Background: an optimization exercise with open tools, aiming at small area, a short achievable clock period and few clock cycles. Do not read the settings as production practice. The RTL was checked by simulation tests, not by an equivalence proof against the original design. No activity file was given, so power comes from the tool's default toggle rates.

$ cat config.mk
export PLATFORM = sky130hd
export DESIGN_NAME = Multi_CPU
export DESIGN_NICKNAME = Multi_CPU
export VERILOG_FILES = /design/flow/design.v
export SDC_FILE = /design/flow/constraint.sdc
export NUM_CORES = 4
export LEC_CHECK = 0
export CAP_MARGIN = 20
export CORE_MARGIN = 2
export CORE_UTILIZATION = 40
export SETUP_SLACK_MARGIN = 5.0
export SLEW_MARGIN = 20
$ cat design.v
`timescale 1ns / 1ps
module adder32(input wire [31:0] a, b, input wire cin, output wire [31:0] s, output wire cout);
wire [31:0] x = a ^ b;
wire [32:0] g [0:6];
wire [32:0] p [0:6];
assign g[0] = {a & b, cin};
assign p[0] = {a | b, 1'b0};
genvar l, i;
generate for (l = 0; l < 6; l = l + 1) begin : lv
	for (i = 0; i < 33; i = i + 1) begin : bt
		if (i >= (1 << l)) begin : m
			assign g[l+1][i] = g[l][i] | (p[l][i] & g[l][i - (1 << l)]);
			assign p[l+1][i] = p[l][i] & p[l][i - (1 << l)];
		end else begin : k
			assign g[l+1][i] = g[l][i];
			assign p[l+1][i] = p[l][i];
		end
	end
end endgenerate
assign s = x ^ g[6][31:0];
assign cout = g[6][32];
endmodule
`timescale 1ns / 1ps
module regs(
	input wire clk, rst, WE,
	input wire [4:0] R_addr_A, R_addr_B, W_addr,
	input wire [31:0] W_data,
	output wire [31:0] rdata_A, rdata_B
    );
wire [31:0] wd = W_data & {32{~rst}};
wire [31:0] wsel = 32'd1 << W_addr;
wire [31:0] asel = 32'd1 << R_addr_A;
wire [31:0] bsel = 32'd1 << R_addr_B;
reg [31:0] R [0:31];
wire [31:0] ta [0:32];
wire [31:0] tb [0:32];
assign ta[0] = 32'd0;
assign tb[0] = 32'd0;
genvar i;
generate for (i = 0; i < 32; i = i + 1) begin : g
	always @(posedge clk)
		if (rst | (WE & wsel[i])) R[i] <= wd;
	assign ta[i+1] = ta[i] | (R[i] & {32{asel[i]}});
	assign tb[i+1] = tb[i] | (R[i] & {32{bsel[i]}});
end endgenerate
assign rdata_A = ta[32];
assign rdata_B = tb[32];
endmodule
`timescale 1ns / 1ps
module Multi_CPU(
	input wire clk, reset,
	input wire [31:0] Data_in,
	output wire mem_w,
	output wire [31:0] Data_out, Addr_out
    );
reg  [31:0] PC, IR, aout, alt, A_r, B_r, S_r, sd, W_r;
reg  [4:0]  W_a;
reg         W_e;
reg         irv, memph, mst;
reg  [4:0]  mrt;
wire [5:0]  op = IR[31:26];
wire [5:0]  fn = IR[5:0];
wire [4:0]  rs = IR[25:21];
wire [4:0]  rt = IR[20:16];
wire [4:0]  rd = IR[15:11];
wire [15:0] imm = IR[15:0];
reg c_rtype, c_jr, c_jalr, c_we, c_link, c_j, c_br, c_mem, c_sw, c_lui;
reg c_selB, c_sub, c_slt, c_add, c_wsum, c_wlg;
reg [1:0] c_lop;
reg [4:0] c_wa;
wire rtype = c_rtype, f_jr = c_jr, o_br = c_br, o_mem = c_mem, o_sw = c_sw, o_lui = c_lui;
wire is_sub = c_sub, is_slt = c_slt, is_add = c_add;
wire [1:0] lop = c_lop;
wire [31:0] opB = B_r;
wire [31:0] sum;
wire        cout;
adder32 add_u(.a(A_r), .b(opB ^ {32{is_sub}}), .cin(is_sub), .s(sum), .cout(cout));
wire [31:0] lg = (lop == 2'b00) ? (A_r & opB) :
                 (lop == 2'b01) ? (A_r | opB) :
                 (lop == 2'b10) ? (A_r ^ opB) : ~(A_r | opB);
wire eq = (A_r == B_r);
wire taken = eq ^ op[0];
wire mispred = o_br & (taken ^ imm[15]);
wire ex_we = irv & ~memph & c_we;
wire [4:0] ex_wa = c_wa;
wire w_lk  = c_link;
wire w_sum = c_wsum;
wire w_slt = c_slt;
wire w_lg  = c_wlg;
wire [31:0] ex_wd = ({32{w_lk}} & alt) | ({32{w_sum}} & sum) |
                    ({32{w_lg}} & lg) | {31'd0, w_slt & ~cout};
wire ld_we = memph & ~mst;
wire rf_we = memph ? ld_we : ex_we;
wire [4:0] rf_wa = memph ? mrt : ex_wa;
wire [31:0] rf_wd = memph ? Data_in : ex_wd;
wire [5:0] fop = Data_in[31:26];
wire [4:0] frs = Data_in[25:21];
wire [4:0] frt = Data_in[20:16];
wire f_usesA = (fop != 6'h0F);                                     
wire f_usesB = (fop == 6'h00) | (fop[5:1] == 5'b00010) | (fop == 6'h2B);  
wire [31:0] RA, RB;
wire [5:0] ffn = Data_in[5:0];
wire d_rtype = (fop == 6'h00);
wire d_jr    = d_rtype & (ffn[5:1] == 5'b00100);
wire d_jalr  = d_jr & ffn[0];
wire d_falu  = d_rtype & ffn[5];
wire d_ialu  = (fop[5:3] == 3'b001);
wire d_jal   = (fop == 6'h03);
wire d_br    = (fop[5:1] == 5'b00010);
wire d_mem   = fop[5];
wire d_sw    = fop[5] & fop[3];
wire d_lui   = (fop == 6'h0F);
wire d_link  = d_jalr | d_jal;
wire d_sub   = d_rtype ? ffn[1] : (fop[2:0] == 3'b010);
wire d_slt   = ~d_link & (d_rtype ? ffn[3] : (fop[2:0] == 3'b010));
wire d_add   = d_rtype ? ~ffn[2] : (fop[2:0] == 3'b000) | d_mem;
regs register_file(
	.clk(clk), .rst(reset), .WE(W_e),
	.R_addr_A(frs), .R_addr_B(frt), .W_addr(W_a), .W_data(W_r),
	.rdata_A(RA), .rdata_B(RB)
	);
wire fwdA = ex_we & (ex_wa == frs);
wire fwdB = ex_we & (ex_wa == frt);
wire wfA = W_e & (W_a == frs);
wire wfB = W_e & (W_a == frt);
wire [31:0] fA = fwdA ? ex_wd : (wfA ? W_r : RA);
wire [31:0] fB = fwdB ? ex_wd : (wfB ? W_r : RB);
wire usesA = ~c_lui;
wire ldA = ~mst & usesA & (rs == mrt);
wire ldB = ~mst & c_selB & (rt == mrt);
wire ldS = ~mst & c_sw & (rt == mrt);
wire [31:0] pc4 = PC + 32'd4;
wire f_j  = (fop[5:1] == 5'b00001);
wire f_br = (fop[5:1] == 5'b00010);
wire f_bt = f_br & Data_in[15];
wire [31:0] fbs;
adder32 add_b(.a({PC[31:2], 2'b11}), .b({{14{Data_in[15]}}, Data_in[15:0], 2'b01}), .cin(1'b0), .s(fbs), .cout());
wire [31:0] fbrt = {fbs[31:2], PC[1:0]};
wire [31:0] fjt = {pc4[31:28], Data_in[25:0], 2'b00};
wire d_zx = fop[2] & ~d_mem;
wire [15:0] fimm = Data_in[15:0];
wire [31:0] fimmx = d_lui ? {fimm, 16'd0} : d_zx ? {16'd0, fimm} : {{16{fimm[15]}}, fimm};
wire d_selB = d_rtype | d_br;
wire redirect = irv & (mispred | f_jr);
wire [31:0] pc_next = (irv & mispred) ? alt : (irv & f_jr) ? sum :
                      f_j ? fjt : f_bt ? fbrt : pc4;
always @(posedge clk) begin
	mrt <= rt;
	mst <= o_sw;
	sd <= S_r;
	W_r <= rf_wd;
	W_a <= rf_wa;
	W_e <= rf_we & ~reset;
	if (reset) begin
		PC <= 32'd0;
		aout <= 32'd0;
		irv <= 1'b0;
		memph <= 1'b0;
	end else if (memph) begin
		memph <= 1'b0;
		aout <= PC;
		if (ldA) A_r <= Data_in;
		if (ldB) B_r <= Data_in;
		if (ldS) S_r <= Data_in;
	end else begin
		IR <= Data_in;
		c_rtype <= d_rtype; c_jr <= d_jr; c_jalr <= d_jalr; c_j <= f_j;
		c_we <= d_falu | d_ialu | d_link; c_link <= d_link;
		c_br <= d_br; c_mem <= d_mem; c_sw <= d_sw; c_lui <= d_lui;
		c_selB <= d_selB;
		c_sub <= d_sub; c_slt <= d_slt; c_add <= d_add;
		c_wsum <= ~d_link & ~d_slt & d_add;
		c_wlg <= ~d_link & ~d_slt & ~d_add;
		c_lop <= d_rtype ? ffn[1:0] : (d_lui ? 2'b01 : fop[1:0]);
		c_wa <= d_link ? 5'd31 : (d_rtype ? Data_in[15:11] : Data_in[20:16]);
		A_r <= f_usesA ? fA : 32'd0;
		B_r <= d_selB ? fB : fimmx;
		S_r <= fB;
		irv <= ~redirect;
		memph <= irv & o_mem;
		alt <= (f_j | f_bt | ~f_br) ? pc4 : fbrt;
		PC <= pc_next;
		aout <= (irv & o_mem) ? sum : pc_next;
	end
end
assign Addr_out = aout;
assign mem_w = memph & mst;
assign Data_out = sd;
endmodule
$ cat run.sh
#!/bin/bash
# synth_recipe.tcl (not shown) runs the flow's synth.tcl, then flattens the netlist and writes it again
# the make line also repeats each setting of config.mk as NAME=value (left out here)
make -C /OpenROAD-flow-scripts/flow DESIGN_CONFIG=/design/flow/config.mk WORK_HOME=/design/flow/orfs CLKGATE_MAP_FILE= SYNTH_SCRIPT=/design/flow/synth_recipe.tcl finish
$ cat constraint.sdc
create_clock -name core_clock -period 9.0 [get_ports {clk}]
set_input_delay 1.8000 -clock core_clock [delete_from_list [all_inputs] [get_ports {clk}]]
set_output_delay 1.8000 -clock core_clock [all_outputs]
set_load 0.01 [all_outputs]
==> summary.txt, run 1 <==
outcome=finished clean; Residual DRC=0; post-synthesis register bit count=1325; Root Buffer=clkbuf_16; Max Fclk=0.240 GHz; setup violators final=0; Mapped Avg Cell Area=11.7 um^2; worst rel slew slack=15.5%; max_cap viols=0; IO Port Bufs=98; TritonCTS Sinks=1325; Finished Cell Area=0.0782 mm^2; Cell Area, Placed=0.0691 mm^2; sequential share of the synthesized area=59.7%; Num CTS Buffers=143; Setup TNS=0 ns; post-synthesis to final-layout area growth=21.6%; 1st-pass router iterations=13; RSZ-0062 raised after global routing=true; synth unique cells=91; final clock skew=0.0469 ns; EDFF count, synth=1183; final-stage net count=6059; vias per cell=7.32; worst setup margin=4.84 ns; Synth Instances=5477; RD Place Congestion=1.00; Hold/Removal Path Class=flop to flop; Worst EP arrival=4.83 ns; Die Width=405 um; crit share post-route=46.3%; antenna violations before repair=11; Die Height=405 um; Clock Latency Late Sink=0.86 ns; Routed WL per cell=40.9 um; worst-path maximum fanout=16; ys flop type=edfxtp_1; routed via count=58845; min Tclk post-route=4.16 ns; Setup Slack @ Placement=2.63 ns; post-synth top area cell=edfxtp_1; number of top-level pins=99; CTS max path bufs=3; Post-synth top cells=edfxtp_1, a22oi_1, nand2_1, nor2_1, clkbuf_1; total power=18.0 mW; Cell Area, Synth=0.0643 mm^2; final hold violation count=0; asr flop ratio synth=0%; Startpoint Class=input pin; CTS tree=done; # rows=147; worst slew pin tran=1.26 ns; DP Wirelength=193000 um; total congestion overflow=0; Starting Density=40.2%; largest net degree at the start of global routing=85; final-report max-slew violation count=0; VDD IR max=0.171 mV; critical path endpoint category=flop; synth warn=4; WS Path Type=input pin to flop; LEAKAGE=28.8 nW; Reg clk slew, reported paths=0.07 ns; Net Count, Synth=5701; core area=0.160 mm^2; cell with the most instances after synthesis=edfxtp_1; cell area power density=230 mW/mm^2; total wire length=329000 um; hold slack=0.342 ns; DRT antenna net count=0; Synth top area share=55.3%; 1st-iter DRT viols=14305; vias in the first global route=54710; total track usage=38.7%; Worst EP required=9.66 ns; top cells by area, synth=edfxtp_1, a22oi_1, dfxtp_1, ha_1, nand2_1; share of layout cells above drive strength 1=19.4%; H-tree depth=4; die area=0.164 mm^2; global-route wire length before repair=440000 um
-- layout by cell type (no fill, tap or decap), types with 19 or more instances in the layout --
cell type / n
nand4_1: 172
buf_4: 366
nor2_1: 276
a21o_1: 22
a22oi_1: 1027
ha_1: 163
buf_6: 52
clkbuf_16: 147
nand2b_1: 23
mux2i_1: 41
a211oi_1: 20
a22o_1: 28
nor4_1: 28
a21oi_1: 185
nand3_2: 20
o21ai_0: 146
o21a_1: 21
o21ai_1: 22
nor3_1: 73
nor2_4: 68
nand2_1: 382
o22ai_1: 19
o211ai_1: 53
inv_1: 223
clkdlybuf4s50_1: 68
nor4_2: 19
nand3_1: 56
nor2b_1: 19
clkinv_2: 22
xnor2_1: 63
dfxtp_1: 140
buf_12: 37
clkbuf_1: 22
o31ai_1: 22
xor2_1: 61
nor3_2: 27
edfxtp_1: 1183
-- worst paths after layout --
| kind | slack [ns] | from | cells past startpoint | endpoint |
|---|---|---|---|---|
| setup / recovery | 4.84 | Data_in[16] | 12 | B_r[21] |
| hold / removal | 0.34 | S_r[22] | 0 | sd[22] |
| setup reg to reg | 4.95 | c_sub | 14 | A_r[23] |
| hold reg to reg | 0.34 | S_r[22] | 0 | sd[22] |
-- critical path, cell delays in order --
cell      delay (ns)
buf_2           0.38
or3b_2          0.64
nor2_4          0.26
buf_6           0.32
a22oi_1         0.12
nand2_1         0.12
nor3_2          0.05
nand3_1         0.15
o211ai_1        0.37
o21ai_1         0.26
nor2_1          0.07
o31ai_1         0.23
-- state kept, by name (all words and copies together) (netlist names), 12 cells and up --
register	count
A_r	32
IR	12
aout	32
register_file.R	1024
alt	32
sd	32
PC	32
W_r	32
B_r	32
S_r	32
-- cells by family after synthesis --
logic type / Yosys count / synth area share, %
mux: 56 / 0.905
flops: 1325 / 59.7
compound gates: 1846 / 20.4
buf+inv: 596 / 3.52
xor+xnor: 143 / 1.95
fa+ha+maj: 190 / 3.70
simple gates: 1321 / 9.82
-- final cells by class --
| class | instances | area (um^2) |
|---|---|---|
| Clock buffer | 176 | 3830 |
| Tap cell | 2086 | 2610 |
| Sequential cell | 1325 | 38400 |
| Fill cell | 13952 | 81800 |
| Inverter | 241 | 963 |
| Antenna cell | 10 | 25.0 |
| Clock inverter | 82 | 771 |
| Multi-Input combinational cell | 3559 | 26300 |
| Timing Repair Buffer | 565 | 5280 |
-- per-stage QoR --
| stage | cells | utilization [%] |
|---|---|---|
| floorplan | 5477 | - |
| global placement | 7516 | 43.2 |
| detailed placement | 7516 | 43.2 |
| CTS | 7982 | 48.0 |
| global route | 8035 | 48.9 |
| finish | 8044 | 48.9 |
-- power by group --
part | internal (mW) | switching [mW] | total [mW]
combinational | 1.14 | 2.31 | 3.45
clock | 3.23 | 2.69 | 5.92
sequential | 7.87 | 0.746 | 8.61
-- layer usage --
metal	wire, um	vias up	part of all wire, %	track usage, %
met5	310	-	0.094	0.565
met4	31200	27	9.5	26.4
met3	58900	2067	18	19.4
met2	130000	6520	40	54.1
met1	108000	28004	33	46.4
li1	-	22227	-	-
-- timing repair --
| action | 4_1_cts | 5_1_grt |
|---|---|---|
| resized for setup | 361 | 207 |
| setup endpoints to repair | 215 | 159 |
| gates cloned | 4 | 2 |
| buffers inserted | 204 | 49 |
| hold buffers | 0 | 0 |
| pin swaps | 104 | 85 |
Testbench counts, summed over its fixed seeds: cycles 82,021.
==> inputs of run 2 (changes only) <==
==> flow/run.sh (new file) <==
#!/bin/bash
# The standard layout, with two changes to how hard and with what it
# buffers:
# - the input and output ports are buffered with buf_4 cells; left to itself
#   buffer_ports picks a delay cell (clkdlybuf4s50_1) that the
#   footprint-matching repair cannot resize later;
# - timing repair aims for 5.5 ns of setup slack at the 9 ns clock.
# The whole make output goes to standard.log in the work folder; ORFS keeps
# its per-step logs under orfs/logs.
set -euo pipefail
cd "$(dirname "$0")/.."
export BUFFER_PORTS_ARGS="-buffer_cell sky130_fd_sc_hd__buf_4"
export SETUP_SLACK_MARGIN=5.5
bash standard.sh finish > standard.log 2>&1
==> standard.sh (new file) <==
#!/bin/bash
# synth_recipe.tcl (not shown) runs the flow's synth.tcl, then flattens the netlist and writes it again
# the make line also repeats each setting of config.mk as NAME=value (left out here)
make -C /OpenROAD-flow-scripts/flow DESIGN_CONFIG=/design/flow/config.mk WORK_HOME=/design/flow/orfs CLKGATE_MAP_FILE= SYNTH_SCRIPT=/design/flow/synth_recipe.tcl "${@:-finish}"
--- a/config.mk
+++ b/config.mk
@@ -8,5 +8,5 @@
 export CAP_MARGIN = 20
 export CORE_MARGIN = 2
 export CORE_UTILIZATION = 40
-export SETUP_SLACK_MARGIN = 5.0
+export CTS_BUF_LIST = sky130_fd_sc_hd__clkbuf_8
 export SLEW_MARGIN = 20
removed: run.sh
==> run 2 against run 1 <==
  * Clock skew rose by 0.069 ns
  * Critical endpoint is now A_r[21]
  * Fmax up 5.6%
  * Still clean on timing, DRC and antenna
  * Highest routed layer unchanged
  * Cell count rose by 0.88%
  * Synthesized area did not move
==> summary.txt, run 2 <==
vias in the first global route=55619; IO Port Bufs=98; VDD IR max=0.168 mV; hold depth=0; Post-synth top cells=edfxtp_1, a22oi_1, nand2_1, nor2_1, clkbuf_1; RSZ-0062 raised after global routing=true; Worst EP required=9.88 ns; # rows=147; r2r worst-path depth=19; Critical Path Source=Data_in[23]; EDFF count, synth=1183; TritonCTS Sinks=1325; top cells by area, synth=edfxtp_1, a22oi_1, dfxtp_1, ha_1, nand2_1; number of top-level pins=99; total track usage=39.1%; Crit path largest cell delay=0.70 ns; Root Buffer=clkbuf_8; die area=0.164 mm^2; cts hold-fix bufs=0; met3 wire len=55500 um; Hold/Removal Path Class=flop to flop; Critical R2R Capture=A_r[21]; Residual DRC=0; core area=0.160 mm^2; Num CTS Buffers=214; Synth Instances=5477; family with the most delay on the worst path=compound AO/OA/AOI/OAI gates; post-synth top area cell=edfxtp_1; worst rel slew slack=21.1%; top layer reached by signal wires=met5; Hold Path Origin=S_r[21]; ys flop type=edfxtp_1; total congestion overflow=0; RD Place Congestion=1.03; Cell Area, Synth=0.0643 mm^2; sequential share of the synthesized area=59.7%; total wire length=330000 um; Max Fclk=0.254 GHz; final-report max-slew violation count=0; Mapped Avg Cell Area=11.7 um^2; synth warn=4; antenna violations before repair=16; 1st-iter DRT viols=12762; final-stage net count=6068; LEAKAGE=28.9 nW; WS Path Type=input pin to flop; Worst EP arrival=4.82 ns; most frequent cells in the layout=edfxtp_1, a22oi_1, buf_4; Reg with most FFs=register_file.R; worst path cell trace=buf_4 > or3b_4 > nor2_4 > buf_4 > buf_12 > a22oi_1 > nand4_1 > nor2_1 > a31oi_1 > a21oi_1 > o21ai_1; Starting Density=40.2%; worst-path maximum fanout=21; Die Height=405 um; max reg flops=1024; launch point of the worst reg-to-reg path=c_sub; Synth top area share=55.3%; Die Width=405 um; metal2 WL=133000 um; Routed WL per cell=40.7 um; Clock Latency Late Sink=1.05 ns; setup violators final=0; Stages on worst setup path=11; Setup TNS=0 ns; Startpoint Class=input pin; post-synthesis register bit count=1325; largest net degree at the start of global routing=74; Critical path buffers and inverters=3; global-route wire length before repair=444000 um; vias per cell=7.25; 1st-pass router iterations=15; slowest CP cell=a31oi_1; DRT antenna net count=0; critical path endpoint category=flop; Fill cells=14060; met1 WL=106000 um; most used cell along the critical path=buf_4; crit share post-route=43.8%; cell with the most instances after synthesis=edfxtp_1; share of layout cells above drive strength 1=23.5%; fin util=49.1%; max_cap viols=0; worst slew pin tran=1.18 ns; final clock skew=0.116 ns; cell area power density=231 mW/mm^2; asr flop ratio synth=0%; min Tclk post-route=3.94 ns; outcome=finished clean; flop2flop setup slack=5.13 ns; Net Count, Synth=5701; CTS tree=done; most common cell after layout, fill and taps aside=edfxtp_1; synth unique cells=91; termination of the worst setup path=A_r[21]; CTS max path bufs=3; Reg clk slew, reported paths=0.08 ns; H-tree depth=4; post-synthesis to final-layout area growth=22.2%; final hold violation count=0; DP Wirelength=192000 um; routed via count=58852
==> run 2: report_power, final <==
group / internal [mW] / switching, mW / total (mW)
clock network: 2.74 / 2.71 / 5.45
registers: 7.87 / 0.768 / 8.64
logic: 1.44 / 2.57 / 4.01
total: 12.1 / 6.05 / 18.1
==> run 2: how the worst min path moves through the flow <==
| stage | endpoint | slack, ns |
|---|---|---|
| after floorplan | sd[0] | 0.32 |
| after global placement | sd[11] | 0.33 |
| after detailed placement | sd[25] | 0.33 |
| after CTS | mrt[1] | 0.35 |
| after global routing | mrt[1] | 0.36 |
| final | sd[21] | 0.35 |
==> run 2: area by class of cell <==
cell class / count / area [um^2] / area share [%]
Clock buffer: 229 / 3150 / 4.01
Antenna cell: 14 / 35.0 / 0.0446
Timing Repair Buffer: 504 / 4600 / 5.86
Multi-Input combinational cell: 3558 / 27500 / 35.1
Clock inverter: 158 / 1210 / 1.55
Inverter: 241 / 981 / 1.25
Sequential cell: 1325 / 38400 / 48.9
Tap cell: 2086 / 2610 / 3.32
==> run 2: cell families (layout without fill, tap and decap cells) <==
kind of cell | count (synthesis) | count (layout) | synth area share (%)
flops | 1325 | 1325 | 59.7
compound gates | 1846 | 1846 | 20.4
fa+ha+maj | 190 | 190 | 3.70
xor+xnor | 143 | 143 | 1.95
simple gates | 1321 | 1323 | 9.82
buf+inv | 596 | 1132 | 3.52
other cells | 0 | 14 | 0
mux | 56 | 56 | 0.905
==> run 2: routing by layer <==
| metal | up-vias | GRT usage, % |
|---|---|---|
| li1 | 22268 | - |
| met1 | 28101 | 45.0 |
| met2 | 6357 | 55.4 |
| met3 | 2102 | 18.7 |
| met4 | 24 | 31.1 |
| met5 | - | 1.43 |
==> run 2: worst reg2reg max path: stages, from the launching register on <==
cell and delay, ns:
edfxtp_1 0.40, buf_4 0.16, buf_12 0.14, xor2_1 0.18
inv_1 0.10, ha_4 0.16, inv_1 0.07, a221o_1 0.41
or4_4 0.47, and2_4 0.19, a31oi_4 0.20, buf_12 0.14
buf_6 0.11, xnor2_4 0.07, a222oi_1 0.26, buf_4 0.22
buf_4 0.12, nor2_1 0.03, a21oi_1 0.13, o21ai_1 0.09
==> run 2: per-stage QoR <==
| step | power [mW] | cell area [um^2] | hold WS [ns] | setup slack [ns] | instances |
|---|---|---|---|---|---|
| floorplan | 10.0 | 66600 | 0.323 | 4.82 | 5477 |
| global placement | 11.6 | 69100 | 0.328 | 3.27 | 7488 |
| detailed placement | 11.6 | 69200 | 0.333 | 3.47 | 7491 |
| CTS | 17.6 | 76900 | 0.348 | 5.17 | 8042 |
| global route | 18.5 | 78500 | 0.361 | 5.08 | 8103 |
| finish | 18.1 | 78500 | 0.352 | 5.06 | 8115 |
==> run 2: repair_timing <==
action	CTS	global route
pin swaps	124	108
setup endpoints to repair	187	240
gates cloned	4	0
setup buffers	160	55
gates resized for setup	378	207
==> inputs of run 3 (changes only) <==
--- a/design.v
+++ b/design.v
@@ -74,7 +74,7 @@
 wire [31:0] opB = B_r;
 wire [31:0] sum;
 wire        cout;
-adder32 add_u(.a(A_r), .b(opB ^ {32{is_sub}}), .cin(is_sub), .s(sum), .cout(cout));
+adder32 add_u(.a(A_r), .b(opB), .cin(is_sub), .s(sum), .cout(cout));
 wire [31:0] lg = (lop == 2'b00) ? (A_r & opB) :
                  (lop == 2'b01) ? (A_r | opB) :
                  (lop == 2'b10) ? (A_r ^ opB) : ~(A_r | opB);
@@ -111,7 +111,7 @@
 wire d_sw    = fop[5] & fop[3];
 wire d_lui   = (fop == 6'h0F);
 wire d_link  = d_jalr | d_jal;
-wire d_sub   = d_rtype ? ffn[1] : (fop[2:0] == 3'b010);
+wire d_sub   = d_rtype ? (ffn[1:0] == 2'b10) : (fop[2:0] == 3'b010);
 wire d_slt   = ~d_link & (d_rtype ? ffn[3] : (fop[2:0] == 3'b010));
 wire d_add   = d_rtype ? ~ffn[2] : (fop[2:0] == 3'b000) | d_mem;
 regs register_file(
@@ -160,7 +160,7 @@
 		memph <= 1'b0;
 		aout <= PC;
 		if (ldA) A_r <= Data_in;
-		if (ldB) B_r <= Data_in;
+		if (ldB) B_r <= Data_in ^ {32{c_sub}};
 		if (ldS) S_r <= Data_in;
 	end else begin
 		IR <= Data_in;
@@ -174,7 +174,7 @@
 		c_lop <= d_rtype ? ffn[1:0] : (d_lui ? 2'b01 : fop[1:0]);
 		c_wa <= d_link ? 5'd31 : (d_rtype ? Data_in[15:11] : Data_in[20:16]);
 		A_r <= f_usesA ? fA : 32'd0;
-		B_r <= d_selB ? fB : fimmx;
+		B_r <= (d_selB ? fB : fimmx) ^ {32{d_sub}};
 		S_r <= fB;
 		irv <= ~redirect;
 		memph <= irv & o_mem;
==> flow/run.sh (replaced) <==
#!/bin/bash
# The standard layout, except that the input and output ports are buffered
# with buf_4 cells: left to itself buffer_ports picks a delay cell
# (clkdlybuf4s50_1) that the footprint-matching repair cannot resize later.
# The whole make output goes to standard.log in the work folder; ORFS keeps
# its per-step logs under orfs/logs.
set -euo pipefail
cd "$(dirname "$0")/.."
export BUFFER_PORTS_ARGS="-buffer_cell sky130_fd_sc_hd__buf_4"
bash standard.sh finish > standard.log 2>&1
--- a/config.mk
+++ b/config.mk
@@ -9,4 +9,5 @@
 export CORE_MARGIN = 2
 export CORE_UTILIZATION = 40
 export CTS_BUF_LIST = sky130_fd_sc_hd__clkbuf_8
+export SETUP_SLACK_MARGIN = 5.0
 export SLEW_MARGIN = 20
==> run 3 against run 2 <==
  * Clock power about the same
  * Sequential cell count is the same
  * Wire length decreased by 2.8%
  * Register-to-register slack worse by 0.22 ns
  * Utilization is 1.9 points lower
  * Critical path type unchanged
  * Largest power group unchanged
==> summary.txt, run 3 <==
CTS tree=done; setup violators final=0; DRT antenna net count=0; hold depth=0; most frequent cells in the layout=edfxtp_1, a22oi_1, nand2_1; most common cell after layout, fill and taps aside=edfxtp_1; Worst Hold End=sd[27]; Startpoint Class=input pin; Mapped Avg Cell Area=11.8 um^2; Post-synth top cells=edfxtp_1, a22oi_1, nor2_1, clkbuf_1, nand2_1; max_cap viols=0; RD Place Congestion=1.02; Hold/Removal Path Class=flop to flop; antenna violations before repair=10; die area=0.162 mm^2; Max Fclk=0.237 GHz; r2r worst-path depth=10; post-synth top area cell=edfxtp_1; share of layout cells above drive strength 1=17.2%; post-synthesis to final-layout area growth=17.2%; final clock skew=0.0566 ns; flop2flop setup slack=4.91 ns; Post-Layout Cell Count=7863; total congestion overflow=0; outcome=finished clean; Critical Path Source=Data_in[18]; Net Count, Synth=5535; Cell Area, Placed=0.0677 mm^2; LEAKAGE=27.1 nW; final-stage net count=5769; Setup TNS=0 ns; top cells by area, synth=edfxtp_1, a22oi_1, dfxtp_1, ha_1, a22o_1; Residual DRC=0; total wire length=321000 um; Worst EP required=9.83 ns; Reg clk slew, reported paths=0.06 ns; cts hold-fix bufs=0; worst slew pin tran=1.13 ns; multi-input gate area in the final layout=0.0250 mm^2; synth unique cells=95; total power=17.2 mW; metal2 WL=129000 um; EDFF count, synth=1183; vias per cell=7.34; IO Port Bufs=98; Critical R2R Capture=B_r[13]; Starting Density=40.3%; hold slack=0.320 ns; met1 WL=104000 um; Num CTS Buffers=211; max reg flops=1024; sequential share of the synthesized area=60.3%; top layer reached by signal wires=met5; Die Width=403 um; worst rel slew slack=24.5%; DP Wirelength=187000 um; cell area power density=230 mW/mm^2; 1st-iter DRT viols=13481; WS Path Type=input pin to flop; total track usage=38.0%; vias in the first global route=53452; critical path endpoint category=flop; Synth top area share=55.8%; Root Buffer=clkbuf_8; synth warn=4; cell with the most instances after synthesis=edfxtp_1; register area=0.0384 mm^2; Hold Path Origin=S_r[27]; Synth Instances=5374; final-report max-slew violation count=0; launch point of the worst reg-to-reg path=memph; TritonCTS Sinks=1325; worst path cell trace=buf_6 > nor3b_4 > and2_4 > buf_6 > a22oi_1 > nand4_1 > nor2_1 > nand3_1 > o211ai_1 > o221ai_1 > nor2_1 > or4_1 > nand3_1; Crit path largest cell delay=0.45 ns; Finished Cell Area=0.0746 mm^2; met3 wire len=54400 um; post-synthesis register bit count=1325; number of top-level pins=99; Cell Area, Synth=0.0637 mm^2; asr flop ratio synth=0%; Worst EP arrival=5.04 ns; final hold violation count=0; crit share post-route=46.9%; min Tclk post-route=4.22 ns; 1st-pass router iterations=15; Post-Place Cells=7322; routed via count=57685; global-route wire length before repair=430000 um; # rows=146; Fill cells=14100; core area=0.158 mm^2; largest net degree at the start of global routing=84; Reg with most FFs=register_file.R; slowest CP cell=and2_4; Die Height=403 um; Clock Latency Late Sink=1.01 ns; worst-path maximum fanout=21; ys flop type=edfxtp_1; Routed WL per cell=40.8 um; RSZ-0062 raised after global routing=true; VDD IR max=0.139 mV; H-tree depth=4; CTS max path bufs=3
run 3: cell count changes in the layout (fill, tap and decap cells not counted), sizes merged, moves of 14 or more:
cell    before  now
a221oi      23  158
a22o        28  160
a22oi     1033  731
a31oi       40   24
buf        501  394
ha         190  126
inv        299  254
nand2      389  334
nor2b       44   58
o21ai      188  246
xnor2       72  103
xor2        71   50
run 3: repair_timing:
item | CTS | global route
buffers inserted | 78 | 62
resized for setup | 114 | 119
cloned | 3 | 2
hold endpoints to repair | 0 | 0
setup endpoints to repair | 122 | 98
pin swaps | 39 | 34
run 3: cells by family (layout without fill, tap and decap cells):
family	Yosys count	after routing	share of synthesized area [%]
fa+ha+maj	127	127	2.51
mux	68	68	1.12
xor+xnor	153	153	2.10
flops	1325	1325	60.3
other cells	0	5	0
buf+inv	573	981	3.39
simple gates	1267	1271	9.54
compound gates	1861	1861	21.1
run 3: per-layer routing:
metal | vias up | GRT usage [%]
met1 | 27315 | 44.9
met5 | - | 0.684
met3 | 2079 | 16.8
met4 | 21 | 28.4
li1 | 21839 | -
met2 | 6431 | 54.2
run 3: area by class of cell:
type	instances	share of cell area, %
Multi-Input combinational cell	3480	33.5
Clock buffer	224	4.13
Sequential cell	1325	51.4
Clock inverter	167	1.71
Timing Repair Buffer	395	4.67
Inverter	195	1.05
Antenna cell	5	0.0168
Tap cell	2072	3.48
run 3: power breakdown:
| group | switching (mW) | internal (mW) |
|---|---|---|
| clock | 2.64 | 2.83 |
| combinational | 2.21 | 0.964 |
| sequential | 0.713 | 7.83 |
run 3: critical path: cells and delay by family:
kind	cells	cell delay, ns
AOI/OAI and AO/OA	3	0.55
buffers and inverters	2	0.66
and+or+nand+nor	8	1.97
run 3: per-stage QoR:
| step | setup WS [ns] | utilization, % |
|---|---|---|
| floorplan | 4.59 | - |
| global placement | 3.16 | 42.8 |
| detailed placement | 3.15 | 42.8 |
| CTS | 4.88 | 46.4 |
| global route | 4.90 | 47.2 |
| finish | 4.78 | 47.2 |
run 3: worst max-delay path by stage:
stage / slack, ns / to / cells past startpoint
4_1_cts: 4.88 / B_r[23] / 10
3_3_place_gp: 3.16 / A_r[4] / 13
3_5_place_dp: 3.15 / A_r[4] / 13
2_1_floorplan: 4.59 / aout[30] / 14
5_1_grt: 4.90 / A_r[13] / 14
6_report: 4.78 / B_r[28] / 13
Testbench counts of run 3, summed over its fixed seeds: cycles 82,021.

## afterwards: timing with drivers on the ports
The flow's constraints put no driver on any port. The routed layouts listed below were extracted and timed again, unchanged, in two steps. Step 1 (the two cells are an assumption about what drives the block):
set clk [get_ports {clk}]
set_driving_cell -lib_cell sky130_fd_sc_hd__clkbuf_16 $clk
set_driving_cell -lib_cell sky130_fd_sc_hd__buf_2 [delete_from_list [all_inputs] $clk]
Step 2 moves the port delays by t, midway between the first and last clock arrival at a register: inputs arrive t later, outputs are due t later. That takes back most of the time a late clock gives input paths. a / b / c = ideal / step 1 / step 2; a / b = the first two.
run | t, ns | setup WS [ns] | worst hold slack (ns) | latest minus earliest clock arrival (ns)
run 1 | 0.923 | 4.836 / 4.896 / 3.973 | 0.342 / 0.342 / 0.342 | 0.050 / 0.050
run 2 | 1.079 | 5.058 / 5.105 / 4.025 | 0.352 / 0.352 / 0.352 | 0.152 / 0.153
run 3 | 1.055 | 4.782 / 4.815 / 3.760 | 0.320 / 0.320 / 0.320 | 0.071 / 0.072
After both steps every run listed still meets setup and hold. For run 2, which loses most, drivers alone change the setup slack by +0.047 ns; drivers and shift together by -1.033 ns.
